Background: an optimization exercise with open tools, aiming at small area. Do not read the settings as production practice. In this exercise RTL edits were held to simulation tests only and were not proved equivalent to the original. Power is estimated from default activity; no workload was simulated.

==> flow/design.v, too long to show whole: its modules and the start of the top module <==
// module RX_UDP: 507 lines
// module TX_UDP: 658 lines
// module ETH_TOP: 289 lines
module ETH_TOP#(
		parameter FPGA_MAC         = 48'h00D0_0800_0002,
		parameter FPGA_IP          = 32'hC0A8_006E,
	    parameter FPGA_DP          = 16'd8080,
	    parameter FPGA_SP          = 16'd8080,
	    parameter C_AXI_ID_WIDTH       = 4,         
	    parameter C_AXI_ADDR_WIDTH     = 32,        
	    parameter C_AXI_DATA_WIDTH     = 64,        
	    parameter C_AXI_NBURST_SUPPORT = 1'b0,      
	    parameter C_AXI_BURST_TYPE     = 2'b00,     
	    parameter WATCH_DOG_WIDTH      = 12,   		 
	    parameter FLAG_MOTOR           =   32'hE1EC_0C0D,
	    parameter FLAG_AD              =   32'hAD86_86DA,
	    parameter FLAG_ETHLOOP         =   32'hEEBA_EEBA,
	    parameter C_ADDR_SUMOFFSET     =   32'h0000_1000,
	    parameter C_ADDR_MOTOR2ETH     =   32'h0000_0000,
	    parameter C_ADDR_AD2ETH        =   32'h1000_0000,
	    parameter C_ADDR_ETHLOOP       =   32'h2000_0000,
	    parameter C_ADDR_ETH2MOTOR     =   32'hE000_0000,
	    parameter C_ADDR_ETH2AD        =   32'hF000_0000           
    )
	(
	    input   sys_clk,
	    input   sys_rst,   
	   	input                               maxi_wready,  
	   	output [C_AXI_ID_WIDTH-1:0]         maxi_wid,     
	   	output [C_AXI_ADDR_WIDTH-1:0]       maxi_waddr,   
	   	output [7:0]                        maxi_wlen,    
	   	output [2:0]                        maxi_wsize,   
	   	output [1:0]                        maxi_wburst,  
	   	output [1:0]                        maxi_wlock,   
  // ...
==> flow/run.sh <==
#!/bin/bash
# synth_recipe.tcl (not shown) runs the flow's synth.tcl, then flattens the netlist and writes it again
# the make line also repeats each setting of config.mk as NAME=value (left out here)
make -C /OpenROAD-flow-scripts/flow DESIGN_CONFIG=/design/flow/config.mk WORK_HOME=/design/flow/orfs CLKGATE_MAP_FILE= SYNTH_SCRIPT=/design/flow/synth_recipe.tcl finish
==> flow/config.mk <==
export PLATFORM = sky130hd
export DESIGN_NAME = ETH_TOP
export DESIGN_NICKNAME = ETH_TOP
export VERILOG_FILES = /design/flow/design.v
export SDC_FILE = /design/flow/constraint.sdc
export NUM_CORES = 4
export LEC_CHECK = 0
export CAP_MARGIN = 20
export CORE_MARGIN = 2
export CORE_UTILIZATION = 40
export PLACE_DENSITY = 0.6
export SLEW_MARGIN = 20
==> flow/constraint.sdc <==
create_clock -name core_clock -period 8.0 [get_ports {sys_clk}]
set_input_delay 1.6000 -clock core_clock [delete_from_list [all_inputs] [get_ports {sys_clk}]]
set_output_delay 1.6000 -clock core_clock [all_outputs]
set_load 0.01 [all_outputs]
==> results.json, run 1 <==
{
  "m1WireLength_mm": 66.1,
  "run_status": "finished clean",
  "grt_setup_unrepaired": "false",
  "synth_xor_area_share_pct": 6.13,
  "ys_async_sr_fraction_pct": 0,
  "p_total_mw": 9.18,
  "yosys.area_share.adder_pct": 7.51,
  "gr-usage-met2_pct": 38.4,
  "drt-wirelength-per-cell_um": 22.0,
  "holdPathEnd": "inst_RX_UDP.wb_bready",
  "startpoint_type": "register",
  "synth_compound_area_share_pct": 19.1,
  "io_pins": 594,
  "placedInstanceArea_sq_um": 49300,
  "globalRouteTotalUtil_pct": 24.8,
  "finalNetCount": 5845,
  "yosys-top-cells-area": "sky130_fd_sc_hd__edfxtp_1 (23%), sky130_fd_sc_hd__dfxtp_1 (19%), sky130_fd_sc_hd__ha_1 (6.9%), sky130_fd_sc_hd__a21oi_1 (5.0%), sky130_fd_sc_hd__nand2_1 (4.9%)",
  "cp_data_required_time_ns": 8.55,
  "cell_internal_pwr_mw": 6.91,
  "layout_top_registers": "inst_TX_UDP.eth_loop_data: 128 flops, inst_RX_UDP.rx_wd_wdata: 64 flops, inst_RX_UDP.wd_wdata: 64 flops",
  "synth-simple-area-share_pct": 17.7,
  "timing.reg2reg.worst_path_depth": 23,
  "worst-slew-pin-transition_ns": 1.25,
  "fraction_of_power_consumed_by_sequential_logic_pct": 46.2,
  "ff2ff_setup_slack_ns": 1.88,
  "maxSlewViolCount": 0,
  "clockNetworkAreaShare_pct": 5.79,
  "nonClockInverterCount": 138,
  "crit-reg2reg-launch": "inst_TX_UDP.flag_data_sum[1]",
  "grtUsageMet3_pct": 5.25,
  "timing.max_slew.rel_slack_pct": 14.4,
  "detail-route-antenna-nets": 0,
  "netlist.area_leader.share_pct": 22.8,
  "seqAreaFraction_pct": 36.6,
  "mostFrequentLayoutCells": "sky130_fd_sc_hd__nand2_1 (609), sky130_fd_sc_hd__a21oi_1 (462), sky130_fd_sc_hd__nor2_1 (435)",
  "layout.nonclk_buf_share_pct": 5.43,
  "syn_area_cell_sq_um": 8.99,
  "floorplan.initialDensity_pct": 40.4,
  "worst_path_most_repeated_cell": "sky130_fd_sc_hd__nand2_1",
  "worst-setup-path-type": "reg -> reg",
  "largest_reg_flops": 128,
  "post_cts_resize_count": 0,
  "synth-seq-area-share_pct": 41.3
}
==> module RX_UDP, before the edit <==
module RX_UDP#(
	parameter FPGA_MAC         = 48'h00D0_0800_0002,
	parameter FPGA_IP          = 32'hC0A8_006E,
    parameter FPGA_DP          = 16'd8080,
    parameter FPGA_SP          = 16'd8080,
    parameter C_AXI_ID_WIDTH       = 4,         
    parameter C_AXI_ADDR_WIDTH     = 32,        
    parameter C_AXI_DATA_WIDTH     = 64,        
    parameter C_AXI_NBURST_SUPPORT = 1'b0,      
    parameter C_AXI_BURST_TYPE     = 2'b00,     
    parameter WATCH_DOG_WIDTH      = 12,   		 
    parameter FLAG_MOTOR           =   32'hE1EC_0C0D,
    parameter FLAG_AD              =   32'hAD86_86DA,
    parameter FLAG_ETHLOOP         =   32'hEEBA_EEBA,
    parameter C_ADDR_SUMOFFSET     =   32'h0000_1000,
    parameter C_ADDR_MOTOR2ETH     =   32'h0000_0000,
    parameter C_ADDR_AD2ETH        =   32'h1000_0000,
    parameter C_ADDR_ETH2MOTOR     =   32'hE000_0000,
    parameter C_ADDR_ETH2AD        =   32'hF000_0000,
    parameter C_ADDR_ETHLOOP       =   32'h2000_0000          
    )
(
    input   sys_clk,
    input   sys_rst,   
   	input                               maxi_wready,  
   	output [C_AXI_ID_WIDTH-1:0]         maxi_wid,     
   	output [C_AXI_ADDR_WIDTH-1:0]       maxi_waddr,   
   	output [7:0]                        maxi_wlen,    
   	output [2:0]                        maxi_wsize,   
   	output [1:0]                        maxi_wburst,  
   	output [1:0]                        maxi_wlock,   
   	output [3:0]                        maxi_wcache,  
   	output [2:0]                        maxi_wprot,   
   	output                              maxi_wvalid,  
   	input                               maxi_wd_wready,   
   	output [C_AXI_DATA_WIDTH-1:0]       maxi_wd_wdata,     
   	output [C_AXI_DATA_WIDTH/8-1:0]     maxi_wd_wstrb,     
   	output                              maxi_wd_wlast,     
   	output                              maxi_wd_wvalid,    
   	input  [C_AXI_ID_WIDTH-1:0]         maxi_wb_bid,      
   	input  [1:0]                        maxi_wb_bresp,    
   	input                               maxi_wb_bvalid,   
   	output                              maxi_wb_bready,   
   	input                               maxi_rready,      
   	output [C_AXI_ID_WIDTH-1:0]         maxi_rid,         
   	output [C_AXI_ADDR_WIDTH-1:0]       maxi_raddr,       
   	output [7:0]                        maxi_rlen,        
   	output [2:0]                        maxi_rsize,       
   	output [1:0]                        maxi_rburst,      
   	output [1:0]                        maxi_rlock,       
   	output [3:0]                        maxi_rcache,      
   	output [2:0]                        maxi_rprot,       
   	output                              maxi_rvalid,      
   	input  [C_AXI_ID_WIDTH-1:0]         maxi_rd_bid,      
   	input  [1:0]                        maxi_rd_rresp,    
   	input                               maxi_rd_rvalid,   
   	input  [C_AXI_DATA_WIDTH-1:0]       maxi_rd_rdata,    
   	input                               maxi_rd_rlast,    
   	output                              maxi_rd_rready,    
    input   [7:0]   					rgmii_rx_data,
    input   							rgmii_rx_valid,
    input   							rgmii_rx_last,
	input								rgmii_rx_user,
	output								rgmii_rx_ready,
	output	[47:0]						pc_mac,
	output	[31:0]						pc_ip,
	output								trig_package_rst,
	output								trig_arp	
);
	reg							local_reset;
	always @(posedge sys_clk) begin
		local_reset	<=	sys_rst;
	end
	localparam	WRITE_IDLE     = 0,
				RX_ETH_HEADER  = 1,
				RX_IP_HEADER   = 2,
				RX_UDP_HEADER  = 3,
				RX_ARP         = 4,
				WRITE_ADDR     = 5,
				WRITE_DATA     = 6,
				WRITE_RESPONSE = 7;
	localparam [7:0] UDP_WORD_C = 8'd12;
	reg [7:0]	st, nx;
	reg			trig_write_start;
	reg [7:0]	udp_word_cnt;
	reg 		o_rgmii_rx_ready;
	reg [63:0]	rx_wd_wdata;
	reg			flag_eth_header_over,
				flag_ip_header_over,
				flag_udp_header_over,
				flag_arp,
				flag_arp_over,
				flag_frame_err,
				trig_package_reset;
	reg			acc_a;			 
	reg			acc_b;			 
	reg			f_ad, f_mo, f_lp;	 
	reg			len_hi_nz;
	reg [7:0]	rx_cmd_len;
	reg			d_ed, d_ea;		 
	reg [47:0]	arp_sa_mac;
	reg [31:0]	arp_sa_ip;
	reg [47:0]	o_pc_mac;
	reg [31:0]	o_pc_ip;
	reg [3:0]	wr_wid;
	reg [31:0]	wr_waddr;
	reg [7:0]	wr_wlen;
	reg			wr_wvalid;
	reg [7:0]	write_data_cnt;
	reg [63:0]	wd_wdata;
	reg			wd_wstrb1;
	reg			wd_wlast;
	reg			wd_wvalid;
	reg			wb_bready;
	wire		rx_hs = rgmii_rx_valid && o_rgmii_rx_ready;
	wire [2:0]	rx_wd_cnt = udp_word_cnt[2:0];
	assign	rgmii_rx_ready 		= 	o_rgmii_rx_ready;
	assign	trig_package_rst	=	trig_package_reset;
	assign	trig_arp			=	flag_arp_over;
	assign	pc_mac    			= 	o_pc_mac;
	assign	pc_ip     			= 	o_pc_ip;
	always @(posedge sys_clk) begin
		if (local_reset)
			trig_write_start	<=	0;
		else
			trig_write_start <= rgmii_rx_valid && !rgmii_rx_last && st[WRITE_IDLE];
	end
	always @(posedge sys_clk) begin
		if (local_reset)
			st <= 8'd1;
		else
			st <= nx;
	end
	always @(*) begin
		nx = 8'd0;
		case (1'b1)
			st[WRITE_IDLE]: begin
				if (trig_write_start)				nx[RX_ETH_HEADER] = 1'b1;
				else								nx[WRITE_IDLE] = 1'b1;
			end
			st[RX_ETH_HEADER]: begin
				if (flag_frame_err)					nx[WRITE_IDLE] = 1'b1;
				else if (flag_arp)					nx[RX_ARP] = 1'b1;
				else if (flag_eth_header_over)		nx[RX_IP_HEADER] = 1'b1;
				else								nx[RX_ETH_HEADER] = 1'b1;
			end
			st[RX_IP_HEADER]: begin
				if (flag_frame_err)					nx[WRITE_IDLE] = 1'b1;
				else if (flag_ip_header_over)		nx[RX_UDP_HEADER] = 1'b1;
				else								nx[RX_IP_HEADER] = 1'b1;
			end
			st[RX_UDP_HEADER]: begin
				if (flag_frame_err)					nx[WRITE_IDLE] = 1'b1;
				else if (flag_udp_header_over)		nx[WRITE_ADDR] = 1'b1;
				else								nx[RX_UDP_HEADER] = 1'b1;
			end
			st[RX_ARP]: begin
				if (flag_frame_err || flag_arp_over) nx[WRITE_IDLE] = 1'b1;
				else								nx[RX_ARP] = 1'b1;
			end
			st[WRITE_ADDR]: begin
				if (wr_wvalid && maxi_wready)		nx[WRITE_DATA] = 1'b1;
				else								nx[WRITE_ADDR] = 1'b1;
			end
			st[WRITE_DATA]: begin
				if (wd_wvalid && maxi_wd_wready && wd_wlast) nx[WRITE_RESPONSE] = 1'b1;
				else								nx[WRITE_DATA] = 1'b1;
			end
			st[WRITE_RESPONSE]: begin
				if (maxi_wb_bvalid && wb_bready)	nx[WRITE_IDLE] = 1'b1;
				else								nx[WRITE_RESPONSE] = 1'b1;
			end
			default:								nx[WRITE_IDLE] = 1'b1;
		endcase
	end
	reg [7:0]	eth_exp;
	always @(*) begin
		case (udp_word_cnt[3:0])
			4'd0:  eth_exp = FPGA_MAC[47:40];
			4'd1:  eth_exp = FPGA_MAC[39:32];
			4'd2:  eth_exp = FPGA_MAC[31:24];
			4'd3:  eth_exp = FPGA_MAC[23:16];
			4'd4:  eth_exp = FPGA_MAC[15:8];
			4'd5:  eth_exp = FPGA_MAC[7:0];
			4'd6:  eth_exp = o_pc_mac[47:40];
			4'd7:  eth_exp = o_pc_mac[39:32];
			4'd8:  eth_exp = o_pc_mac[31:24];
			4'd9:  eth_exp = o_pc_mac[23:16];
			4'd10: eth_exp = o_pc_mac[15:8];
			4'd11: eth_exp = o_pc_mac[7:0];
			4'd12: eth_exp = 8'h08;
			default: eth_exp = 8'h00;
		endcase
	end
	wire	eth_ok   = (rgmii_rx_data == eth_exp);
	wire	arp_t_ok = (udp_word_cnt[3:0] < 4'd12) ||
					   (rgmii_rx_data == ((udp_word_cnt[3:0] == 4'd12) ? 8'h08 : 8'h06));
	reg		ip_ok;
	always @(*) begin
		case (udp_word_cnt[4:0])
			5'd0:  ip_ok = (rgmii_rx_data == 8'h45);
			5'd9:  ip_ok = (rgmii_rx_data == 8'h11);
			5'd12: ip_ok = (rgmii_rx_data == o_pc_ip[31:24]);
			5'd13: ip_ok = (rgmii_rx_data == o_pc_ip[23:16]);
			5'd14: ip_ok = (rgmii_rx_data == o_pc_ip[15:8]);
			5'd15: ip_ok = (rgmii_rx_data == o_pc_ip[7:0]);
			5'd16: ip_ok = (rgmii_rx_data == FPGA_IP[31:24]);
			5'd17: ip_ok = (rgmii_rx_data == FPGA_IP[23:16]);
			5'd18: ip_ok = (rgmii_rx_data == FPGA_IP[15:8]);
			5'd19: ip_ok = (rgmii_rx_data == FPGA_IP[7:0]);
			default: ip_ok = 1'b1;
		endcase
	end
	reg		dp_ok;
	always @(*) begin
		case (udp_word_cnt[3:0])
			4'd2:  dp_ok = (rgmii_rx_data == FPGA_DP[15:8]);
			4'd3:  dp_ok = (rgmii_rx_data == FPGA_DP[7:0]);
			default: dp_ok = 1'b1;
		endcase
	end
	reg [7:0]	fad_e, fmo_e, flp_e;
	always @(*) begin
		case (udp_word_cnt[1:0])
			2'd0: begin fad_e = FLAG_AD[31:24]; fmo_e = FLAG_MOTOR[31:24]; flp_e = FLAG_ETHLOOP[31:24]; end
			2'd1: begin fad_e = FLAG_AD[23:16]; fmo_e = FLAG_MOTOR[23:16]; flp_e = FLAG_ETHLOOP[23:16]; end
			2'd2: begin fad_e = FLAG_AD[15:8];  fmo_e = FLAG_MOTOR[15:8];  flp_e = FLAG_ETHLOOP[15:8];  end
			default: begin fad_e = FLAG_AD[7:0]; fmo_e = FLAG_MOTOR[7:0]; flp_e = FLAG_ETHLOOP[7:0]; end
		endcase
	end
	reg		arp_ok;
	always @(*) begin
		case (udp_word_cnt[4:0])
			5'd6:  arp_ok = (rgmii_rx_data == 8'h00);
			5'd7:  arp_ok = (rgmii_rx_data == 8'h01);
			5'd24: arp_ok = (rgmii_rx_data == FPGA_IP[31:24]);
			5'd25: arp_ok = (rgmii_rx_data == FPGA_IP[23:16]);
			5'd26: arp_ok = (rgmii_rx_data == FPGA_IP[15:8]);
			5'd27: arp_ok = (rgmii_rx_data == FPGA_IP[7:0]);
			default: arp_ok = 1'b1;
		endcase
	end
	always @(posedge sys_clk) begin
		if (nx[RX_ARP] && udp_word_cnt != 8'd28) begin
			case (udp_word_cnt)
				8'd08: arp_sa_mac[47:40] <= rgmii_rx_data;
				8'd09: arp_sa_mac[39:32] <= rgmii_rx_data;
				8'd10: arp_sa_mac[31:24] <= rgmii_rx_data;
				8'd11: arp_sa_mac[23:16] <= rgmii_rx_data;
				8'd12: arp_sa_mac[15:08] <= rgmii_rx_data;
				8'd13: arp_sa_mac[07:00] <= rgmii_rx_data;
				8'd14: arp_sa_ip[31:24] <= rgmii_rx_data;
				8'd15: arp_sa_ip[23:16] <= rgmii_rx_data;
				8'd16: arp_sa_ip[15:08] <= rgmii_rx_data;
				8'd17: arp_sa_ip[07:00] <= rgmii_rx_data;
				default: ;
			endcase
		end
	end
	always @(posedge sys_clk) begin
		if (nx[WRITE_DATA] && (udp_word_cnt <= rx_cmd_len) && rx_hs)
			case (rx_wd_cnt)
				3'd0: rx_wd_wdata[63:56] <= rgmii_rx_data;
				3'd1: rx_wd_wdata[55:48] <= rgmii_rx_data;
				3'd2: rx_wd_wdata[47:40] <= rgmii_rx_data;
				3'd3: rx_wd_wdata[39:32] <= rgmii_rx_data;
				3'd4: rx_wd_wdata[31:24] <= rgmii_rx_data;
				3'd5: rx_wd_wdata[23:16] <= rgmii_rx_data;
				3'd6: rx_wd_wdata[15:8]  <= rgmii_rx_data;
				default: rx_wd_wdata[7:0] <= rgmii_rx_data;
			endcase
	end
	always @(posedge sys_clk) begin
		if (local_reset) begin
			d_ed                 <= 0;
			d_ea                 <= 0;
			flag_frame_err       <= 0;
			flag_eth_header_over <= 0;
			flag_udp_header_over <= 0;
			flag_ip_header_over  <= 0;
			flag_arp             <= 0;
			flag_arp_over        <= 0;
			trig_package_reset   <= 0;
			udp_word_cnt         <= 0;
			o_rgmii_rx_ready     <= 0;
			o_pc_mac             <= 0;
			o_pc_ip              <= 0;
			acc_a                <= 1;
			acc_b                <= 1;
			f_ad                 <= 0;
			f_mo                 <= 0;
			f_lp                 <= 0;
			len_hi_nz            <= 0;
			rx_cmd_len           <= 0;
		end else begin
		d_ed <= (rgmii_rx_data == 8'hED);
		d_ea <= (rgmii_rx_data == 8'hEA);
		case (1'b1)
			nx[WRITE_IDLE] : begin
				flag_frame_err       <= 0;
				flag_eth_header_over <= 0;
				flag_udp_header_over <= 0;
				flag_ip_header_over  <= 0;
				flag_arp             <= 0;
				flag_arp_over        <= 0;
				trig_package_reset   <= 0;
				udp_word_cnt         <= 0;
				o_rgmii_rx_ready     <= rgmii_rx_valid && rgmii_rx_last;
				acc_a                <= 1;
				acc_b                <= 1;
				len_hi_nz            <= 0;
				rx_cmd_len           <= 0;
			end
			nx[RX_ETH_HEADER] : begin
				if (udp_word_cnt == 8'd14) begin
					if (acc_a) begin
						flag_eth_header_over <= 1;
						flag_frame_err       <= 0;
					end else if (acc_b) begin
						flag_eth_header_over <= 1;
						flag_arp             <= 1;
						flag_frame_err       <= 0;
					end else begin
						flag_eth_header_over <= 0;
						flag_frame_err       <= 1;
					end
					udp_word_cnt <= 0;
					acc_a        <= 1;
				end else begin
					o_rgmii_rx_ready <= rgmii_rx_valid;
					if (rx_hs) begin
						udp_word_cnt <= udp_word_cnt + 1;
						acc_a        <= acc_a & eth_ok;
						acc_b        <= acc_b & arp_t_ok;
					end
					flag_frame_err <= rgmii_rx_last;
					if (udp_word_cnt == 8'd13)
						o_rgmii_rx_ready <= 0;
				end
			end
			nx[RX_IP_HEADER] : begin
				if (udp_word_cnt == 8'd20) begin
					if (acc_a) begin
						flag_frame_err      <= 0;
						flag_ip_header_over <= 1;
					end else begin
						flag_frame_err      <= 1;
						flag_ip_header_over <= 0;
					end
					o_rgmii_rx_ready <= 0;
					udp_word_cnt     <= 0;
					acc_a            <= 1;
				end else begin
					o_rgmii_rx_ready <= rgmii_rx_valid;
					if (rx_hs) begin
						udp_word_cnt <= udp_word_cnt + 1;
						acc_a        <= acc_a & ip_ok;
					end
					if (udp_word_cnt == 8'd19)
						o_rgmii_rx_ready <= 0;
				end
			end
			nx[RX_UDP_HEADER] : begin
				if (udp_word_cnt == 8'd12) begin
					if (acc_a && (f_ad || f_mo || f_lp)) begin
						flag_frame_err       <= 0;
						flag_udp_header_over <= 1;
					end else begin
						flag_frame_err       <= 1;
						flag_udp_header_over <= 0;
					end
					udp_word_cnt <= 0;
				end else begin
					o_rgmii_rx_ready <= rgmii_rx_valid;
					if (rx_hs) begin
						udp_word_cnt <= udp_word_cnt + 1;
						acc_a        <= acc_a & dp_ok;
						if (udp_word_cnt[3:2] == 2'd2) begin
							f_ad <= (udp_word_cnt[1:0] == 2'd0 || f_ad) && (rgmii_rx_data == fad_e);
							f_mo <= (udp_word_cnt[1:0] == 2'd0 || f_mo) && (rgmii_rx_data == fmo_e);
							f_lp <= (udp_word_cnt[1:0] == 2'd0 || f_lp) && (rgmii_rx_data == flp_e);
						end
					end
					if (udp_word_cnt == 8'd4)
						len_hi_nz <= (rgmii_rx_data != 8'd0);
					if (udp_word_cnt == 8'd5)
						rx_cmd_len <= (len_hi_nz || rgmii_rx_data != 8'd0) ? (rgmii_rx_data - UDP_WORD_C) : 8'd0;
					if (udp_word_cnt == 8'd11)
						o_rgmii_rx_ready <= 0;
				end
			end
			nx[RX_ARP] : begin
				if (udp_word_cnt == 8'd28) begin
					if (acc_a) begin
						o_pc_mac       <= arp_sa_mac;
						o_pc_ip        <= arp_sa_ip;
						flag_frame_err <= 0;
						flag_arp_over  <= 1;
					end else begin
						flag_frame_err <= 1;
						flag_arp_over  <= 0;
					end
					udp_word_cnt <= 0;
				end else begin
					o_rgmii_rx_ready <= rgmii_rx_valid;
					if (rx_hs) begin
						udp_word_cnt <= udp_word_cnt + 1;
						acc_a        <= acc_a & arp_ok;
					end
					if (udp_word_cnt == 8'd27)
						o_rgmii_rx_ready <= 0;
				end
			end
			nx[WRITE_DATA] : begin
				o_rgmii_rx_ready <= rgmii_rx_valid;
				if ((udp_word_cnt <= rx_cmd_len) && rx_hs)
					udp_word_cnt <= udp_word_cnt + 1;
				trig_package_reset <= (d_ed && rgmii_rx_data == 8'hED) || (d_ea && rgmii_rx_data == 8'hEA);
			end
			default : ;
		endcase
		end
	end
	always @(posedge sys_clk) begin
		if (local_reset) begin
			wr_waddr	<=	0;
			wr_wvalid	<=	0;
		end else if (st[WRITE_ADDR] && nx[WRITE_ADDR]) begin
			wr_waddr	<=	f_ad ? C_ADDR_ETH2AD : f_mo ? C_ADDR_ETH2MOTOR : f_lp ? C_ADDR_ETHLOOP : 32'd0;
			wr_wvalid	<=	1;
		end else begin
			wr_wvalid	<=	0;
		end
	end
	always @(posedge sys_clk) begin
		if (local_reset) begin
			wr_wid	<=	0;
			wr_wlen	<=	1;
		end else if (st[RX_UDP_HEADER] && nx[WRITE_ADDR]) begin
			wr_wid	<=	f_ad ? 4'd1 : f_mo ? 4'd2 : f_lp ? 4'd3 : 4'd0;
			wr_wlen	<=	{3'b000, rx_cmd_len[7:3]} - 8'd1;
		end
	end
	assign	maxi_wid	=	wr_wid;
	assign	maxi_waddr	=	wr_waddr;
	assign	maxi_wlen	=	wr_wlen;
	assign	maxi_wsize	=	3'd3;
	assign	maxi_wburst	=	C_AXI_BURST_TYPE;
	assign	maxi_wvalid	=	wr_wvalid;
	assign	maxi_wlock	=	2'b0;
	assign	maxi_wcache	=	4'b0;
	assign	maxi_wprot	=	3'b0;
	wire	dd	=	st[WRITE_DATA] && nx[WRITE_DATA];
	wire	word_rdy = (rx_wd_cnt == 3'd0) && (udp_word_cnt >= 8'd8);
	always @(posedge sys_clk) begin
		if (local_reset || st[WRITE_IDLE])
			write_data_cnt	<=	0;
		else if (st[WRITE_ADDR] && nx[WRITE_DATA])
			write_data_cnt	<=	wr_wlen;
		else if (wd_wvalid && maxi_wd_wready)
			write_data_cnt	<=	write_data_cnt - 1;
	end
	always @(posedge sys_clk) begin
		if (local_reset || !dd)
			wd_wdata	<=	0;
		else if (word_rdy)
			wd_wdata	<=	rx_wd_wdata;
	end
	always @(posedge sys_clk) begin
		if (local_reset || !dd) begin
			wd_wvalid	<=	0;
			wd_wlast	<=	0;
		end else if (word_rdy) begin
			wd_wvalid	<=	1;
			wd_wlast	<=	(write_data_cnt == 8'd0);
		end else if (maxi_wd_wready) begin
			wd_wvalid	<=	0;
		end
	end
	always @(posedge sys_clk) begin
		if (local_reset)
			wd_wstrb1	<=	0;
		else
			wd_wstrb1	<=	dd;
	end
	always @(posedge sys_clk) begin
		if (local_reset)
			wb_bready <= 0;
		else
			wb_bready <= st[WRITE_RESPONSE] && nx[WRITE_RESPONSE];
	end
	assign	maxi_wd_wdata	=	wd_wdata;
	assign	maxi_wd_wstrb	=	{8{wd_wstrb1}};
	assign	maxi_wd_wlast	=	wd_wlast;
	assign	maxi_wd_wvalid	=	wd_wvalid;
	assign	maxi_wb_bready	=	wb_bready;
	assign	maxi_rid	=	0;
	assign	maxi_raddr	=	0;
	assign	maxi_rlen	=	0;
	assign	maxi_rsize	=	0;
	assign	maxi_rburst	=	0;
	assign	maxi_rlock	=	0;
	assign	maxi_rcache	=	0;
	assign	maxi_rprot	=	0;
	assign	maxi_rvalid	=	0;
	assign	maxi_rd_rready	=	0;
endmodule
==> module TX_UDP, before the edit <==
module TX_UDP#(
		parameter FPGA_MAC         = 48'h00D0_0800_0002,
		parameter FPGA_IP          = 32'hC0A8_006E,
	    parameter FPGA_DP          = 16'd8080,
	    parameter FPGA_SP          = 16'd8080,
	    parameter C_AXI_ID_WIDTH       = 4,         
	    parameter C_AXI_ADDR_WIDTH     = 32,        
	    parameter C_AXI_DATA_WIDTH     = 64,        
	    parameter C_AXI_NBURST_SUPPORT = 1'b0,      
	    parameter C_AXI_BURST_TYPE     = 2'b00,     
	    parameter WATCH_DOG_WIDTH      = 12,         
	    parameter FLAG_MOTOR           =   32'hE1EC_0C0D,
	    parameter FLAG_AD              =   32'hAD86_86DA,
	    parameter FLAG_ETHLOOP         =   32'hEEBA_EEBA,
	    parameter C_ADDR_SUMOFFSET     =   32'h0000_1000,
	    parameter C_ADDR_MOTOR2ETH     =   32'h0000_0000,
	    parameter C_ADDR_AD2ETH        =   32'h1000_0000,
	    parameter C_ADDR_ETHLOOP       =   32'h2000_0000,
	    parameter C_ADDR_ETH2MOTOR     =   32'hE000_0000,
	    parameter C_ADDR_ETH2AD        =   32'hF000_0000   
    )
	(
    input   sys_clk,
    input   sys_rst,   
   	output                            	saxi_wready,  
   	input [C_AXI_ID_WIDTH-1:0]        	saxi_wid,     
   	input [C_AXI_ADDR_WIDTH-1:0]      	saxi_waddr,   
   	input [7:0]                       	saxi_wlen,    
   	input [2:0]                       	saxi_wsize,   
   	input [1:0]                       	saxi_wburst,  
   	input [1:0]                       	saxi_wlock,   
   	input [3:0]                       	saxi_wcache,  
   	input [2:0]                       	saxi_wprot,   
   	input                             	saxi_wvalid,  
   	output                            	saxi_wd_wready,   
   	input [C_AXI_DATA_WIDTH-1:0]      	saxi_wd_wdata,     
   	input [C_AXI_DATA_WIDTH/8-1:0]    	saxi_wd_wstrb,     
   	input                             	saxi_wd_wlast,     
   	input                             	saxi_wd_wvalid,    
   	output  [C_AXI_ID_WIDTH-1:0]      	saxi_wb_bid,      
   	output  [1:0]                     	saxi_wb_bresp,    
   	output                            	saxi_wb_bvalid,   
   	input                             	saxi_wb_bready,   
   	output                            	saxi_rready,      
   	input [C_AXI_ID_WIDTH-1:0]        	saxi_rid,         
   	input [C_AXI_ADDR_WIDTH-1:0]      	saxi_raddr,       
   	input [7:0]                       	saxi_rlen,        
   	input [2:0]                       	saxi_rsize,       
   	input [1:0]                       	saxi_rburst,      
   	input [1:0]                       	saxi_rlock,       
   	input [3:0]                       	saxi_rcache,      
   	input [2:0]                       	saxi_rprot,       
   	input                             	saxi_rvalid,      
   	output  [C_AXI_ID_WIDTH-1:0]       	saxi_rd_bid,      
   	output  [1:0]                      	saxi_rd_rresp,    
   	output                             	saxi_rd_rvalid,   
   	output  [C_AXI_DATA_WIDTH-1:0]     	saxi_rd_rdata,    
   	output                             	saxi_rd_rlast,    
   	input                              	saxi_rd_rready,    
    output   [7:0]   					rgmii_tx_data,
    output   							rgmii_tx_valid,
    output   							rgmii_tx_last,
	output								rgmii_tx_user,
	input								rgmii_tx_ready, 
	input	[47:0]						pc_mac,
	input	[31:0]						pc_ip,
	input								trig_package_rst,
	input								trig_arp	
    );
	reg							local_reset;
	always @(posedge sys_clk) begin
		local_reset	<=	sys_rst;
	end
	localparam	WRITE_IDLE     = 0,
				WRITE_ADDR     = 1,
				TX_WAIT        = 2,
				TX_ETH_HEADER  = 3,
				TX_IP_HEADER   = 4,
				TX_UDP_HEADER  = 5,
				WRITE_DATA     = 6,
				WRITE_RESPONSE = 7,
				TX_ARP         = 8;
	localparam	[15:0]	IP_TYPE        = 16'h0800,
						ARP_TYPE       = 16'h0806,
						IP_FLAG_OFFSET = 16'h4000;
	localparam	[7:0]	IP_VISION      = 8'h45,
						UDP_PROTO      = 8'h11,
						IP_TTL         = 8'h80,
						IP_WORD        = 8'd20,
						UDP_WORD       = 8'd8;
	localparam	[63:0]	ARP_HEAD       = 64'h0001_0800_0604_0002;
	reg [8:0]	st, nx;
	reg			trig_udp_start,
				trig_arp_start;
	reg [3:0]	flag_data_sum;
	reg			flag_eth_header_over,
				flag_ip_header_over,
				flag_udp_header_over,
				flag_arp_over,
				flag_addr_over,
				flag_wait_over,
				flag_arp_wait_over,
				flag_data_over;
	reg			trig_udp_cks,
				trig_udp_cks_d;
	reg [47:0]	snap_mac;		 
	reg [31:0]	snap_ip;		 
	reg [31:0]	data_sum;
	reg [11:0]	tx_word_cnt;
	reg [7:0]	o_rgmii_data;
	reg			o_rgmii_valid;
	reg			o_rgmii_last;
	reg [31:0]	package_cnt;
	reg [15:0]	ip_identif;
	reg [19:0]	ipcks_sum;
	reg [19:0]	udpcks_sum;
	reg			wd_loaded;		 
	reg			ipcks_over;
	reg			udpcks_over;
	reg [127:0]	eth_loop_data;	 
	reg [7:0]	wr_wlen;
	reg			wr_wready;
	reg			wd_wready;
	reg			wb_bvalid;
	reg [2:0]	tx_wd_cnt;
	assign	rgmii_tx_data	=	o_rgmii_data;
	assign	rgmii_tx_valid	=	o_rgmii_valid;
	assign	rgmii_tx_last	=	o_rgmii_last;
	wire		wd_hs	=	saxi_wd_wvalid && wd_wready;
	wire		dd		=	st[WRITE_DATA] && nx[WRITE_DATA];
	wire	sum_br	=	(|flag_data_sum[1:0]) && !flag_wait_over;
	wire	loop_br	=	!sum_br && flag_data_sum[2] && !flag_wait_over;
	wire	tx_br	=	!sum_br && !loop_br;
	wire	admo	=	flag_data_sum[0] || !flag_data_sum[2];
	wire [17:0]	half_sum	=	(saxi_wd_wdata[15:0] + saxi_wd_wdata[31:16]) + (saxi_wd_wdata[47:32] + saxi_wd_wdata[63:48]);
	wire [12:0]	cnt_p1	=	tx_word_cnt + 1'b1;
	wire [15:0]	udp_len	=	flag_data_sum[0] ? ({5'd0, wr_wlen, 3'b000} + 16'd8) :
							flag_data_sum[1] ? ({5'd0, wr_wlen, 3'b000} + 16'd4) :
							flag_data_sum[2] ? 16'd20 : 16'd0;
	wire [31:0]	udp_flag =	flag_data_sum[0] ? FLAG_AD :
							flag_data_sum[1] ? FLAG_MOTOR :
							flag_data_sum[2] ? FLAG_ETHLOOP : 32'd0;
	wire [15:0]	ip_len	=	IP_WORD + UDP_WORD + udp_len;
	wire [15:0]	ul_len	=	UDP_WORD + udp_len;
	localparam [16:0] K_AD	=	32'd0 + FLAG_AD[31:16] + FLAG_AD[15:00];
	localparam [16:0] K_MO	=	32'd0 + FLAG_MOTOR[31:16] + FLAG_MOTOR[15:00];
	localparam [16:0] K_LP	=	32'd0 + FLAG_ETHLOOP[31:16] + FLAG_ETHLOOP[15:00];
	reg [17:0]	pk_k;
	wire [17:0]	flag_k		=	flag_data_sum[0] ? pk_k : flag_data_sum[1] ? {1'b0, K_MO} : {1'b0, K_LP};
	wire		loop_acc	=	nx[WRITE_DATA] && loop_br;
	wire [31:0]	add32		=	data_sum + flag_k;
	reg [17:0]	hsum_r;
	reg			hsum_v;
	wire [31:0]	loop_sum	=	data_sum + hsum_r;
	always @(posedge sys_clk) begin
		hsum_r	<=	half_sum;
		hsum_v	<=	!local_reset && loop_acc && wd_hs;
	end
	wire [16:0]	usum		=	add32[31:16] + add32[15:0];
	wire [17:0]	ucks_k		=	{udp_len, 1'b0} + USUM_K;
	wire [16:0]	pc_sum		=	pc_ip[31:16] + pc_ip[15:0];
	localparam [17:0] IPCKS_K	=	32'd0 + {IP_VISION,8'h0} + IP_WORD + UDP_WORD + IP_FLAG_OFFSET + {IP_TTL,UDP_PROTO} + FPGA_IP[31:16] + FPGA_IP[15:0];
	localparam [17:0] USUM_K	=	FPGA_IP[31:16] + FPGA_IP[15:0] + 16'h0011 + 2*UDP_WORD + FPGA_SP + FPGA_DP;
	always @(posedge sys_clk) begin
		if (local_reset  || o_rgmii_last) begin
			ipcks_sum  <= 0;
			ipcks_over <= 0;
		end
		else begin
			if (!trig_udp_cks_d && trig_udp_cks) begin
				ipcks_sum	<=	ipcks_sum + pc_sum;
			end
			else if (nx[TX_WAIT] && (|flag_data_sum[2:0]) && !trig_udp_cks) begin
				ipcks_sum	<=	IPCKS_K + udp_len + ip_identif;
			end
			else if (trig_udp_cks && !ipcks_over) begin
				if (ipcks_sum > 20'h0_FFFF) begin
					ipcks_sum	<=	ipcks_sum[19:16] + ipcks_sum[15:0];
				end
				else begin
					ipcks_sum[15:0]	<=	~ipcks_sum[15:0];
					ipcks_over	<=	1;
				end
			end
		end
	end
	always @(posedge sys_clk) begin
		if (local_reset  || o_rgmii_last) begin
			udpcks_sum	<=	0;
			udpcks_over	<=	0;
		end
		else begin
			if (!trig_udp_cks_d && trig_udp_cks) begin
				udpcks_sum	<=	udpcks_sum + (pc_sum + ucks_k);
			end
			else if (nx[TX_WAIT] && (|flag_data_sum[2:0]) && !trig_udp_cks) begin
				udpcks_sum	<=	{3'd0, usum};
			end
			else if (trig_udp_cks && !udpcks_over) begin
				if (udpcks_sum > 20'h0_ffff) begin
					udpcks_sum	<=	udpcks_sum[19:16] + udpcks_sum[15:0];
				end
				else begin
					udpcks_sum[15:0]	<=	~udpcks_sum[15:0];
					udpcks_over	<=	1;
				end
			end
		end
	end
	always @(posedge sys_clk) begin
		if (local_reset)
			trig_udp_start	<=	0;
		else
			trig_udp_start  <= saxi_wvalid && st[WRITE_IDLE];
	end
	always @(posedge sys_clk) begin
		if (local_reset || flag_arp_over)
			trig_arp_start	<=	0;
		else if (trig_arp)
			trig_arp_start	<=	1;
	end
	always @(posedge sys_clk) begin
		if (local_reset)
			st <= 9'd1;
		else
			st <= nx;
	end
	always @(*) begin
		nx = 9'd0;
		case (1'b1)
			st[WRITE_IDLE]: begin
				if (trig_udp_start)					nx[WRITE_ADDR] = 1'b1;
				else if (trig_arp_start)			nx[TX_WAIT] = 1'b1;
				else if (flag_data_sum[2])			nx[TX_WAIT] = 1'b1;
				else								nx[WRITE_IDLE] = 1'b1;
			end
			st[WRITE_ADDR]: begin
				if (flag_data_sum[3] && flag_addr_over)				nx[TX_WAIT] = 1'b1;
				else if ((|flag_data_sum[2:0]) && flag_addr_over)	nx[WRITE_DATA] = 1'b1;
				else												nx[WRITE_ADDR] = 1'b1;
			end
			st[TX_WAIT]: begin
				if (flag_wait_over || flag_arp_wait_over)	nx[TX_ETH_HEADER] = 1'b1;
				else										nx[TX_WAIT] = 1'b1;
			end
			st[TX_ETH_HEADER]: begin
				if (flag_eth_header_over && flag_arp_wait_over)	nx[TX_ARP] = 1'b1;
				else if (flag_eth_header_over)					nx[TX_IP_HEADER] = 1'b1;
				else											nx[TX_ETH_HEADER] = 1'b1;
			end
			st[TX_IP_HEADER]: begin
				if (flag_ip_header_over)	nx[TX_UDP_HEADER] = 1'b1;
				else						nx[TX_IP_HEADER] = 1'b1;
			end
			st[TX_UDP_HEADER]: begin
				if (flag_udp_header_over)	nx[WRITE_DATA] = 1'b1;
				else						nx[TX_UDP_HEADER] = 1'b1;
			end
			st[WRITE_DATA]: begin
				if (flag_data_over && flag_data_sum[2] && flag_wait_over)	nx[WRITE_IDLE] = 1'b1;
				else if (flag_data_over)									nx[WRITE_RESPONSE] = 1'b1;
				else														nx[WRITE_DATA] = 1'b1;
			end
			st[WRITE_RESPONSE]: begin
				if (wb_bvalid && saxi_wb_bready)	nx[WRITE_IDLE] = 1'b1;
				else								nx[WRITE_RESPONSE] = 1'b1;
			end
			st[TX_ARP]: begin
				if (flag_arp_over)	nx[WRITE_IDLE] = 1'b1;
				else				nx[TX_ARP] = 1'b1;
			end
			default:				nx[WRITE_IDLE] = 1'b1;
		endcase
	end
	wire [31:0]	package_cnt_n	=	(local_reset || trig_package_rst) ? 32'd0 :
									(st[WRITE_RESPONSE] && nx[WRITE_IDLE] && (flag_data_sum == 4'd1)) ? package_cnt + 1 : package_cnt;
	always @(posedge sys_clk) begin
		package_cnt	<=	package_cnt_n;
		pk_k		<=	(local_reset || trig_package_rst) ? {1'b0, K_AD} : K_AD + (package_cnt[31:16] + package_cnt[15:0]);
	end
	always @(posedge sys_clk) begin
		if (local_reset)
			ip_identif <= 0;
		else if (o_rgmii_last)
			ip_identif <= ip_identif + 1;
	end
	wire [4:0]	snap_idx	=	nx[TX_ETH_HEADER] ? tx_word_cnt[4:0] :
							nx[TX_IP_HEADER]  ? tx_word_cnt[4:0] - 5'd10 : tx_word_cnt[4:0] - 5'd18;
	reg [7:0]	snap_byte;
	always @(*) begin
		case (snap_idx[3:0])
			4'd0:  snap_byte = snap_mac[47:40];
			4'd1:  snap_byte = snap_mac[39:32];
			4'd2:  snap_byte = snap_mac[31:24];
			4'd3:  snap_byte = snap_mac[23:16];
			4'd4:  snap_byte = snap_mac[15:8];
			4'd5:  snap_byte = snap_mac[7:0];
			4'd6:  snap_byte = snap_ip[31:24];
			4'd7:  snap_byte = snap_ip[23:16];
			4'd8:  snap_byte = snap_ip[15:8];
			default: snap_byte = snap_ip[7:0];
		endcase
	end
	reg [7:0]	eth_byte;
	always @(*) begin
		case (tx_word_cnt[3:0])
			4'd0:  eth_byte = snap_byte;
			4'd1:  eth_byte = snap_byte;
			4'd2:  eth_byte = snap_byte;
			4'd3:  eth_byte = snap_byte;
			4'd4:  eth_byte = snap_byte;
			4'd5:  eth_byte = snap_byte;
			4'd6:  eth_byte = FPGA_MAC[47:40];
			4'd7:  eth_byte = FPGA_MAC[39:32];
			4'd8:  eth_byte = FPGA_MAC[31:24];
			4'd9:  eth_byte = FPGA_MAC[23:16];
			4'd10: eth_byte = FPGA_MAC[15:8];
			4'd11: eth_byte = FPGA_MAC[7:0];
			4'd12: eth_byte = IP_TYPE[15:8];
			default: eth_byte = flag_arp_wait_over ? ARP_TYPE[7:0] : IP_TYPE[7:0];
		endcase
	end
	reg [7:0]	ip_byte;
	always @(*) begin
		case (tx_word_cnt[4:0])
			5'd0:  ip_byte = IP_VISION;
			5'd1:  ip_byte = 8'h00;
			5'd2:  ip_byte = ip_len[15:8];
			5'd3:  ip_byte = ip_len[7:0];
			5'd4:  ip_byte = ip_identif[15:8];
			5'd5:  ip_byte = ip_identif[7:0];
			5'd6:  ip_byte = IP_FLAG_OFFSET[15:8];
			5'd7:  ip_byte = IP_FLAG_OFFSET[7:0];
			5'd8:  ip_byte = IP_TTL;
			5'd9:  ip_byte = UDP_PROTO;
			5'd10: ip_byte = ipcks_sum[15:8];
			5'd11: ip_byte = ipcks_sum[7:0];
			5'd12: ip_byte = FPGA_IP[31:24];
			5'd13: ip_byte = FPGA_IP[23:16];
			5'd14: ip_byte = FPGA_IP[15:8];
			5'd15: ip_byte = FPGA_IP[7:0];
			5'd16: ip_byte = snap_byte;
			5'd17: ip_byte = snap_byte;
			5'd18: ip_byte = snap_byte;
			default: ip_byte = snap_byte;
		endcase
	end
	reg [7:0]	udp_byte;
	always @(*) begin
		case (tx_word_cnt[2:0])
			3'd0:  udp_byte = FPGA_SP[15:8];
			3'd1:  udp_byte = FPGA_SP[7:0];
			3'd2:  udp_byte = FPGA_DP[15:8];
			3'd3:  udp_byte = FPGA_DP[7:0];
			3'd4:  udp_byte = ul_len[15:8];
			3'd5:  udp_byte = ul_len[7:0];
			3'd6:  udp_byte = udpcks_sum[15:8];
			default: udp_byte = udpcks_sum[7:0];
		endcase
	end
	reg [7:0]	arp_byte;
	always @(*) begin
		case (tx_word_cnt[4:0])
			5'd0:  arp_byte = ARP_HEAD[63:56];
			5'd1:  arp_byte = ARP_HEAD[55:48];
			5'd2:  arp_byte = ARP_HEAD[47:40];
			5'd3:  arp_byte = ARP_HEAD[39:32];
			5'd4:  arp_byte = ARP_HEAD[31:24];
			5'd5:  arp_byte = ARP_HEAD[23:16];
			5'd6:  arp_byte = ARP_HEAD[15:8];
			5'd7:  arp_byte = ARP_HEAD[7:0];
			5'd8:  arp_byte = FPGA_MAC[47:40];
			5'd9:  arp_byte = FPGA_MAC[39:32];
			5'd10: arp_byte = FPGA_MAC[31:24];
			5'd11: arp_byte = FPGA_MAC[23:16];
			5'd12: arp_byte = FPGA_MAC[15:8];
			5'd13: arp_byte = FPGA_MAC[7:0];
			5'd14: arp_byte = FPGA_IP[31:24];
			5'd15: arp_byte = FPGA_IP[23:16];
			5'd16: arp_byte = FPGA_IP[15:8];
			5'd17: arp_byte = FPGA_IP[7:0];
			5'd18: arp_byte = snap_byte;
			5'd19: arp_byte = snap_byte;
			5'd20: arp_byte = snap_byte;
			5'd21: arp_byte = snap_byte;
			5'd22: arp_byte = snap_byte;
			5'd23: arp_byte = snap_byte;
			5'd24: arp_byte = snap_byte;
			5'd25: arp_byte = snap_byte;
			5'd26: arp_byte = snap_byte;
			default: arp_byte = snap_byte;
		endcase
	end
	reg [7:0]	flag_byte;
	always @(*) begin
		case (tx_word_cnt[1:0])
			2'd0:  flag_byte = udp_flag[31:24];
			2'd1:  flag_byte = udp_flag[23:16];
			2'd2:  flag_byte = udp_flag[15:8];
			default: flag_byte = udp_flag[7:0];
		endcase
	end
	reg [7:0]	pkt_byte;
	always @(*) begin
		case (tx_word_cnt[1:0])
			2'd0:  pkt_byte = package_cnt[31:24];
			2'd1:  pkt_byte = package_cnt[23:16];
			2'd2:  pkt_byte = package_cnt[15:8];
			default: pkt_byte = package_cnt[7:0];
		endcase
	end
	wire [3:0]	loop_idx	=	4'd3 - tx_word_cnt[3:0];
	wire [3:0]	buf_idx		=	admo ? {1'b0, ~tx_wd_cnt} : loop_idx;
	wire		buf_zero	=	admo ? !wd_loaded : flag_data_sum[1];
	wire [7:0]	buf_byte	=	buf_zero ? 8'h00 : eth_loop_data[{buf_idx, 3'b000} +: 8];
	reg [7:0]	data_byte;
	always @(*) begin
		if (tx_word_cnt < 4)
			data_byte = flag_byte;
		else if (flag_data_sum[0])
			data_byte = (tx_word_cnt < 8) ? pkt_byte : buf_byte;
		else
			data_byte = buf_byte;
	end
	always @(posedge sys_clk) begin
		if (nx[TX_WAIT] && ((ipcks_over && udpcks_over) || (trig_arp_start && !flag_addr_over))) begin
			snap_mac	<=	pc_mac;
			snap_ip		<=	pc_ip;
		end
	end
	always @(posedge sys_clk) begin
		if (nx[WRITE_DATA] && wd_hs) begin
			if (loop_br) begin
				if (tx_word_cnt == 12'd0)
					eth_loop_data[127:64]	<=	saxi_wd_wdata;
				if (tx_word_cnt == 12'd1)
					eth_loop_data[63:0]		<=	saxi_wd_wdata;
			end
			else if (tx_br && admo && st[WRITE_DATA])
				eth_loop_data[63:0]	<=	saxi_wd_wdata;
		end
	end
	always @(posedge sys_clk) begin
		if (local_reset || !dd)
			wd_loaded	<=	0;
		else if (wd_hs)
			wd_loaded	<=	1;
	end
	always @(posedge sys_clk) begin
		if(local_reset) begin
			flag_data_sum        <= 0;
			data_sum             <= 0;
			trig_udp_cks_d       <= 0;
			flag_eth_header_over <= 0;
			flag_ip_header_over  <= 0;
			flag_udp_header_over <= 0;
			flag_arp_over        <= 0;
			flag_addr_over       <= 0;
			flag_wait_over       <= 0;
			flag_data_over       <= 0;
			flag_arp_wait_over   <= 0;
			trig_udp_cks         <= 0;
			tx_word_cnt          <= 0;
			o_rgmii_data         <= 0;
			o_rgmii_valid        <= 1'b0;
			o_rgmii_last         <= 1'b0;
		end else begin
			trig_udp_cks_d	<=	trig_udp_cks;
			if (hsum_v)
				data_sum	<=	loop_sum;
			case (1'b1)
				nx[WRITE_IDLE]	:	begin
					flag_data_sum        <= flag_wait_over ? 4'd0 : flag_data_sum;
					flag_eth_header_over <= 0;
					flag_ip_header_over  <= 0;
					flag_udp_header_over <= 0;
					flag_arp_over        <= 0;
					flag_addr_over       <= 0;
					flag_wait_over       <= 0;
					flag_data_over       <= 0;
					flag_arp_wait_over	 <=	0;
					trig_udp_cks		 <=	0;
					tx_word_cnt          <= 0;
					o_rgmii_data         <= 0;
					o_rgmii_valid        <= 1'b0;
					o_rgmii_last         <= 1'b0;
				end
				nx[WRITE_ADDR]	:	begin
					if (saxi_wvalid && wr_wready) begin
						flag_addr_over       <= 1;
					 	case (saxi_waddr)
					 	 	C_ADDR_AD2ETH		+ C_ADDR_SUMOFFSET:	flag_data_sum[0]	<=	1;
					 	 	C_ADDR_MOTOR2ETH	+ C_ADDR_SUMOFFSET:	flag_data_sum[1]	<=	1;
					 	 	C_ADDR_ETHLOOP		:	flag_data_sum[2]	<=	1;
					 	 	C_ADDR_AD2ETH,C_ADDR_MOTOR2ETH
					 	 						:	flag_data_sum[3]	<=	1;
					 	 	default : flag_data_sum	<=	0;
					 	endcase
					end
					else begin
						flag_addr_over <= 0;
					end
				end
				nx[TX_WAIT]	:	begin
					if (|flag_data_sum[2:0])
						trig_udp_cks	<=	1;
					if (ipcks_over && udpcks_over)
						flag_wait_over     <=  1;
					else if (trig_arp_start && !flag_addr_over)
						flag_arp_wait_over <=  1;
				end
				nx[TX_ETH_HEADER]	:	begin
					trig_udp_cks             <=  0;
					o_rgmii_valid            <=  1;
					if (tx_word_cnt == 12'd14) begin
						o_rgmii_data         <= trig_arp_start ? ARP_HEAD[63:56] : IP_VISION;
						flag_eth_header_over <= 1;
						tx_word_cnt          <= 1;
					end
					else if (!o_rgmii_valid) begin
						o_rgmii_data  <=  eth_byte;
						tx_word_cnt   <=  1;
					end
					else if (rgmii_tx_ready) begin
						o_rgmii_data  <=  eth_byte;
						tx_word_cnt   <=  cnt_p1[11:0];
					end
				end
				nx[TX_IP_HEADER]	:	begin
					o_rgmii_valid            <=  1;
					if (tx_word_cnt == 12'd20) begin
						o_rgmii_data        <= FPGA_SP[15:8];
						flag_ip_header_over <= 1;
						tx_word_cnt         <= 1;
					end
					else if (o_rgmii_valid && rgmii_tx_ready) begin
						o_rgmii_data    <=  ip_byte;
						tx_word_cnt     <=  cnt_p1[11:0];
					end
				end
				nx[TX_UDP_HEADER]	:	begin
					o_rgmii_valid            <=  1;
					if (tx_word_cnt == 12'd8) begin
						o_rgmii_data         <= udp_flag[31:24];
						flag_udp_header_over <= 1;
						tx_word_cnt          <= 1;
					end
					else if (o_rgmii_valid && rgmii_tx_ready) begin
						o_rgmii_data     <=  udp_byte;
						tx_word_cnt      <=  cnt_p1[11:0];
					end
				end
				nx[WRITE_DATA]	:	begin
					if (sum_br) begin
						if (wd_hs) begin
							data_sum		<=	saxi_wd_wdata[31:0];
							flag_data_over	<=	1;
						end
						else
							flag_data_over	<=	0;
					end
					else if (loop_br) begin
						if (wd_hs)
							tx_word_cnt	<=	cnt_p1[11:0];
						flag_data_over	<=	(tx_word_cnt == 12'd2);
					end
					else begin
						if (tx_word_cnt == udp_len) begin
							flag_data_over	<=	1;
							o_rgmii_valid	<=	0;
							o_rgmii_last	<=	0;
							o_rgmii_data	<=	0;
							tx_word_cnt		<=	0;
							data_sum		<=	0;
						end
						else if (o_rgmii_valid && rgmii_tx_ready) begin
							o_rgmii_valid   <=	1;
							o_rgmii_data	<=	data_byte;
							tx_word_cnt		<=	cnt_p1[11:0];
							o_rgmii_last	<=	({3'b000, cnt_p1} == udp_len);
						end
						else begin
							o_rgmii_valid	<=	1;
							o_rgmii_last	<=	0;
						end
					end
				end
				nx[TX_ARP]	:	begin
					if (tx_word_cnt == 12'd28) begin
						o_rgmii_valid       <= 0;
						flag_arp_over 		<= 1;
						tx_word_cnt         <= 0;
					end
					else if (o_rgmii_valid && rgmii_tx_ready) begin
						o_rgmii_valid   <=	1;
						o_rgmii_data	<=	arp_byte;
						tx_word_cnt		<=	cnt_p1[11:0];
						o_rgmii_last	<=	(tx_word_cnt == 12'd27);
					end
					else begin
						o_rgmii_valid	<=	1;
						o_rgmii_last	<=	0;
					end
				end
				default : ;
			endcase
		end
	end
	always @(*) begin
		if (st[WRITE_DATA])
			if (flag_data_sum[0])
				tx_wd_cnt = tx_word_cnt[2:0];
			else if (flag_data_sum[1])
				tx_wd_cnt = tx_word_cnt[2:0] - 3'd4;
			else
				tx_wd_cnt = 3'd0;
		else
			tx_wd_cnt = 3'd0;
	end
	always @(posedge sys_clk) begin
		if (local_reset)
			wr_wready	<=	0;
		else
			wr_wready	<=	st[WRITE_IDLE] && nx[WRITE_ADDR];
	end
	always @(posedge sys_clk) begin
		 if (local_reset)
		 	wr_wlen	<=	0;
		 else if (saxi_wvalid && wr_wready)
		 	wr_wlen	<=	saxi_wlen + 1;
	end
	assign	saxi_wready	=	wr_wready;
	always @(posedge sys_clk) begin
		if (local_reset)
			wd_wready	<=	0;
		else if (dd && ((tx_wd_cnt == 3'd6) || (!flag_data_sum[3] && tx_word_cnt == 12'd0) || flag_data_sum[2]))
			wd_wready	<=	saxi_wd_wvalid;
		else
			wd_wready	<=	0;
	end
	assign	saxi_wd_wready	=	wd_wready;
	always @(posedge sys_clk) begin
		if (local_reset)
			wb_bvalid <= 0;
		else
			wb_bvalid <= st[WRITE_RESPONSE] && nx[WRITE_RESPONSE];
	end
	assign	saxi_wb_bvalid	=	wb_bvalid;
	assign	saxi_wb_bid		=	0;
	assign	saxi_wb_bresp	=	0;
	assign	saxi_rready		=	0;
	assign	saxi_rd_bid		=	0;
	assign	saxi_rd_rresp	=	0;
	assign	saxi_rd_rvalid	=	0;
	assign	saxi_rd_rdata	=	0;
	assign	saxi_rd_rlast	=	0;
	assign	rgmii_tx_user	=	0;
endmodule
==> run 2: changes to the inputs <==
--- a/flow/design.v
+++ b/flow/design.v
@@ -81,7 +81,9 @@
 				WRITE_DATA     = 6,
 				WRITE_RESPONSE = 7;
 	localparam [7:0] UDP_WORD_C = 8'd12;
-	reg [7:0]	st, nx;
+	reg [2:0]	st_b;
+	wire [7:0]	st = 8'd1 << st_b;
+	reg [7:0]	nx;
 	reg			trig_write_start;
 	reg [7:0]	udp_word_cnt;
 	reg 		o_rgmii_rx_ready;
@@ -128,9 +130,9 @@
 	end
 	always @(posedge sys_clk) begin
 		if (local_reset)
-			st <= 8'd1;
+			st_b <= 3'd0;
 		else
-			st <= nx;
+			st_b <= {nx[4] | nx[5] | nx[6] | nx[7], nx[2] | nx[3] | nx[6] | nx[7], nx[1] | nx[3] | nx[5] | nx[7]};
 	end
 	always @(*) begin
 		nx = 8'd0;
@@ -598,7 +600,9 @@
 						IP_WORD        = 8'd20,
 						UDP_WORD       = 8'd8;
 	localparam	[63:0]	ARP_HEAD       = 64'h0001_0800_0604_0002;
-	reg [8:0]	st, nx;
+	reg [3:0]	st_b;
+	wire [8:0]	st = 9'd1 << st_b;
+	reg [8:0]	nx;
 	reg			trig_udp_start,
 				trig_arp_start;
 	reg [3:0]	flag_data_sum;
@@ -730,9 +734,9 @@
 	end
 	always @(posedge sys_clk) begin
 		if (local_reset)
-			st <= 9'd1;
+			st_b <= 4'd0;
 		else
-			st <= nx;
+			st_b <= {nx[8], nx[4] | nx[5] | nx[6] | nx[7], nx[2] | nx[3] | nx[6] | nx[7], nx[1] | nx[3] | nx[5] | nx[7]};
 	end
 	always @(*) begin
 		nx = 9'd0;
--- a/flow/config.mk
+++ b/flow/config.mk
@@ -5,8 +5,9 @@
 export SDC_FILE = /design/flow/constraint.sdc
 export NUM_CORES = 4
 export LEC_CHECK = 0
+export ABC_CLOCK_PERIOD_IN_PS = 1000000
 export CAP_MARGIN = 20
 export CORE_MARGIN = 2
-export CORE_UTILIZATION = 40
-export PLACE_DENSITY = 0.6
+export CORE_UTILIZATION = 65
+export PLACE_DENSITY = 0.75
 export SLEW_MARGIN = 20
==> results.json, run 2 <==
{
  "post_synth_instance_area_sq_um": 46200,
  "maxCapViolations": 0,
  "grt_pass1_wl_mm": 221,
  "synthMostInstantiatedCell": "sky130_fd_sc_hd__nand2_1",
  "io_pins": 594,
  "worst_path_most_repeated_cell": "sky130_fd_sc_hd__o21a_1",
  "grt_residual_overflow": 0,
  "route.vias.total": 40400,
  "max_freq_mhz": 153,
  "yosys_most_used_dff": "sky130_fd_sc_hd__dfxtp_1",
  "post_cts_resize_count": 0,
  "cell_internal_pwr_mw": 7.12,
  "drc_violations": 0,
  "final_critical_path_setup_slack_ns": 1.45,
  "place_congestion": 1.01,
  "max_flop_register": "inst_TX_UDP.eth_loop_data",
  "die_width_um": 271,
  "cts_buffer_depth": 3,
  "largest_net_degree_at_the_start_of_global_routing": 81,
  "floorplan.initialDensity_pct": 65.8,
  "drt_iter0_drc": 4685,
  "clk-insertion-delay-late_ns": 0.69,
  "startpoint_type": "register",
  "synth_warnings": 2,
  "ys_async_sr_fraction_pct": 0,
  "num_rows": 97,
  "clock-skew-final_ns": 0.0645,
  "cts.root.buffer_cell": "sky130_fd_sc_hd__clkbuf_16",
  "worst-setup-path-type": "reg -> reg",
  "finalSetupTns_ns": 0,
  "detailedPlace.worstSlack_ns": 1.59,
  "postLayoutCellArea_sq_um": 51600,
  "clk_pin_slew_ns": 0.06,
  "areaGrowthSynthToFinish_pct": 11.5,
  "netlist_top_cells_count": "sky130_fd_sc_hd__nand2_1 (660), sky130_fd_sc_hd__a21oi_1 (436), sky130_fd_sc_hd__nor2_1 (432)",
  "switching_power_mw": 2.70,
  "synth-seq-area-share_pct": 41.0,
  "syn_area_cell_sq_um": 8.96,
  "count_of_hold_fix_buffers_inserted_at_cts": 0,
  "detailedRoute.firstPassIterationCount": 7,
  "grt_setup_unrepaired": "false",
  "tritoncts_clock_tree": "yes",
  "finalNetCount": 5857,
  "clock_power_share_pct": 42.5,
  "clkSinkCount": 770,
  "fraction_of_power_consumed_by_sequential_logic_pct": 43.5,
  "netlist.area_leader.share_pct": 22.9,
  "cp_data_required_time_ns": 8.58,
  "peakVddDrop_mv": 0.207,
  "avgViaCountPerCell": 6.42,
  "cp-end-kind": "register",
  "drt-wirelength-per-cell_um": 23.1,
  "fin_crit_sh_pct": 81.8,
  "h-tree-depth": 3,
  "largest_reg_flops": 128,
  "total_half_perimeter_wirelength_after_legalization_and_detailed_placement_mm": 106,
  "worst-slew-pin-transition_ns": 1.13,
  "die_height_um": 271,
  "synth_edf_count": 352,
  "fin_cells": 6300,
  "place.detailed.instances": 6144,
  "tritoncts_buffer_count": 83,
  "mostFrequentLayoutCells": "sky130_fd_sc_hd__nand2_1 (660), sky130_fd_sc_hd__a21oi_1 (435), sky130_fd_sc_hd__nor2_1 (429)",
  "layout_top_registers": "inst_TX_UDP.eth_loop_data: 128 flops, inst_RX_UDP.rx_wd_wdata: 64 flops, inst_RX_UDP.wd_wdata: 64 flops",
  "die-area_sq_um": 73300,
  "placedInstanceArea_sq_um": 48500,
  "yosys-top-cells-area": "sky130_fd_sc_hd__edfxtp_1 (23%), sky130_fd_sc_hd__dfxtp_1 (18%), sky130_fd_sc_hd__ha_1 (7.0%), sky130_fd_sc_hd__nand2_1 (5.4%), sky130_fd_sc_hd__a21oi_1 (4.7%)",
  "setup_violations": 0,
  "cp.arrival_ns": 7.13,
  "wl_mm": 146,
  "worst_path_max_delay_cell": "sky130_fd_sc_hd__dfxtp_1",
  "critPathMaxFanout": 21,
  "worst_path_largest_cell_delay_ns": 0.72,
  "initial_antenna_violation_count": 8,
  "place.port_buffers": 226,
  "final-hold-violation-count": 0,
  "yosysUniqueCellTypes": 113,
  "layout_commonest_cell": "sky130_fd_sc_hd__nand2_1",
  "combinationalPowerShare_pct": 14.0,
  "sw_frac_of_total_pct": 27.5,
  "placeableCoreArea_sq_um": 70300,
  "hold_class": "reg -> reg",
  "grt_pass1_vias": 37400,
  "globalRouteTotalUtil_pct": 38.6,
  "timing.max_slew.rel_slack_pct": 24.4,
  "yosys_register_bits": 770,
  "cellLeakagePower_nw": 19.3,
  "yosys.area.top_type": "sky130_fd_sc_hd__edfxtp_1",
  "post-route-min-period_ns": 6.55,
  "p_total_mw": 9.82,
  "postCtsSetupBuffers": 0,
  "detail-route-antenna-nets": 0,
  "power.density_nw_per_um2": 190,
  "maxSlewViolCount": 0,
  "run_status": "finished clean",
  "synthesis.instances": 5161,
  "ff2ff_setup_slack_ns": 1.45,
  "post_route_cells_drive_above_1_share_pct": 5.88
}
## run 2: path summary, 6_finish.rpt
check | startpoint | endpoint | depth (start not counted)
worst min register to register | inst_RX_UDP.wd_wdata[26] | inst_RX_UDP.wd_wdata[26] | 2
worst max-delay path | inst_TX_UDP.flag_data_sum[0] | inst_TX_UDP.udpcks_sum[16] | 26
worst min-delay path | inst_RX_UDP.wd_wdata[26] | inst_RX_UDP.wd_wdata[26] | 2
worst max register to register | inst_TX_UDP.flag_data_sum[0] | inst_TX_UDP.udpcks_sum[16] | 26
## run 2: metal layers
metal / vias up / part of all wire (%) / track usage, %
li1: 18600 / - / -
met1: 19200 / 41 / 53.3
met2: 2180 / 44 / 59.4
met3: 392 / 10 / 7.22
met4: 6 / 4.7 / 16.7
met5: - / 0.023 / 0
## run 2: logic make-up (layout without fill, tap and decap cells)
family                   Yosys count  in the layout  share of synthesized area [%]
other                              2            194                         0.0162
multiplexers                      69             69                           1.68
AND/OR/NAND/NOR                 1784           1784                           18.0
buffers and inverters            583            590                           6.53
flip-flops                       770            770                           41.0
XOR/XNOR                         326            326                           6.21
adder cells (fa/ha/maj)          270            270                           7.52
AO/OA/AOI/OAI                   1357           1357                           19.1
## run 2: final cells by class
class / instances / area (sq um)
Antenna cell: 2 / 5.00
Clock buffer: 115 / 2370
Clock inverter: 39 / 651
Fill cell: 5306 / 18700
Inverter: 139 / 522
Multi-Input combinational cell: 3998 / 25100
Sequential cell: 770 / 18900
Tap cell: 940 / 1180
Timing Repair Buffer: 297 / 2800
## run 2: power by group through the flow
stage          clock network (mW)  registers [mW]  logic, mW
6_report                     4.17            4.27       1.37
3_3_place_gp                    0            4.34       1.30
3_5_place_dp                    0            4.34       1.32
5_1_grt                      4.34            4.27       1.48
4_1_cts                      4.19            4.26       1.33
2_1_floorplan                   0            4.28       1.00
## run 2: metrics by stage
| step | utilization (%) | hold WS (ns) |
|---|---|---|
| after floorplan | - | 0.422 |
| after global placement | 69.0 | 0.435 |
| after detailed placement | 69.0 | 0.440 |
| after CTS | 73.3 | 0.454 |
| after global routing | 73.4 | 0.465 |
| final | 73.4 | 0.453 |
## run 2: worst max-delay path: cells and delay by family, from the launching register on
family / cells / cell delay, ns
compound gates: 14 / 3.12
xor+xnor: 1 / 0.16
fa+ha+maj: 4 / 1.28
buf+inv: 1 / 0.06
flops: 1 / 0.72
simple gates: 6 / 1.16

==> port drivers added, routing unchanged <==
How much do the figures lean on ideal ports? The routed layouts below were timed once more, with nothing changed but the port constraints. Step 1 (the two cells are an assumption about what drives the block):
set clk [get_ports {sys_clk}]
set_driving_cell -lib_cell sky130_fd_sc_hd__clkbuf_16 $clk
set_driving_cell -lib_cell sky130_fd_sc_hd__buf_2 [delete_from_list [all_inputs] $clk]
Step 2 adds t to the input delays and takes it off the output delays; t is the mean of the earliest and latest rising clock arrival at the registers after step 1. Input paths then give back, and output paths get back, about the clock's delay inside the block. Three values: ideal ports, drivers, drivers and shift; two values: the first two.
run	t (ns)	slack for setup (ns)	hold slack, ns	latest minus earliest clock arrival (ns)
run 1	0.768	1.881 / 1.881 / 1.566	0.449 / 0.449 / 0.449	0.064 / 0.064
run 2	0.727	1.452 / 1.452 / 1.452	0.453 / 0.453 / 0.453	0.066 / 0.066
After both steps setup and hold are still met in every run listed. The setup slack of run 1, which loses most, moves by 0.000 ns with the drivers and by -0.315 ns with both steps.
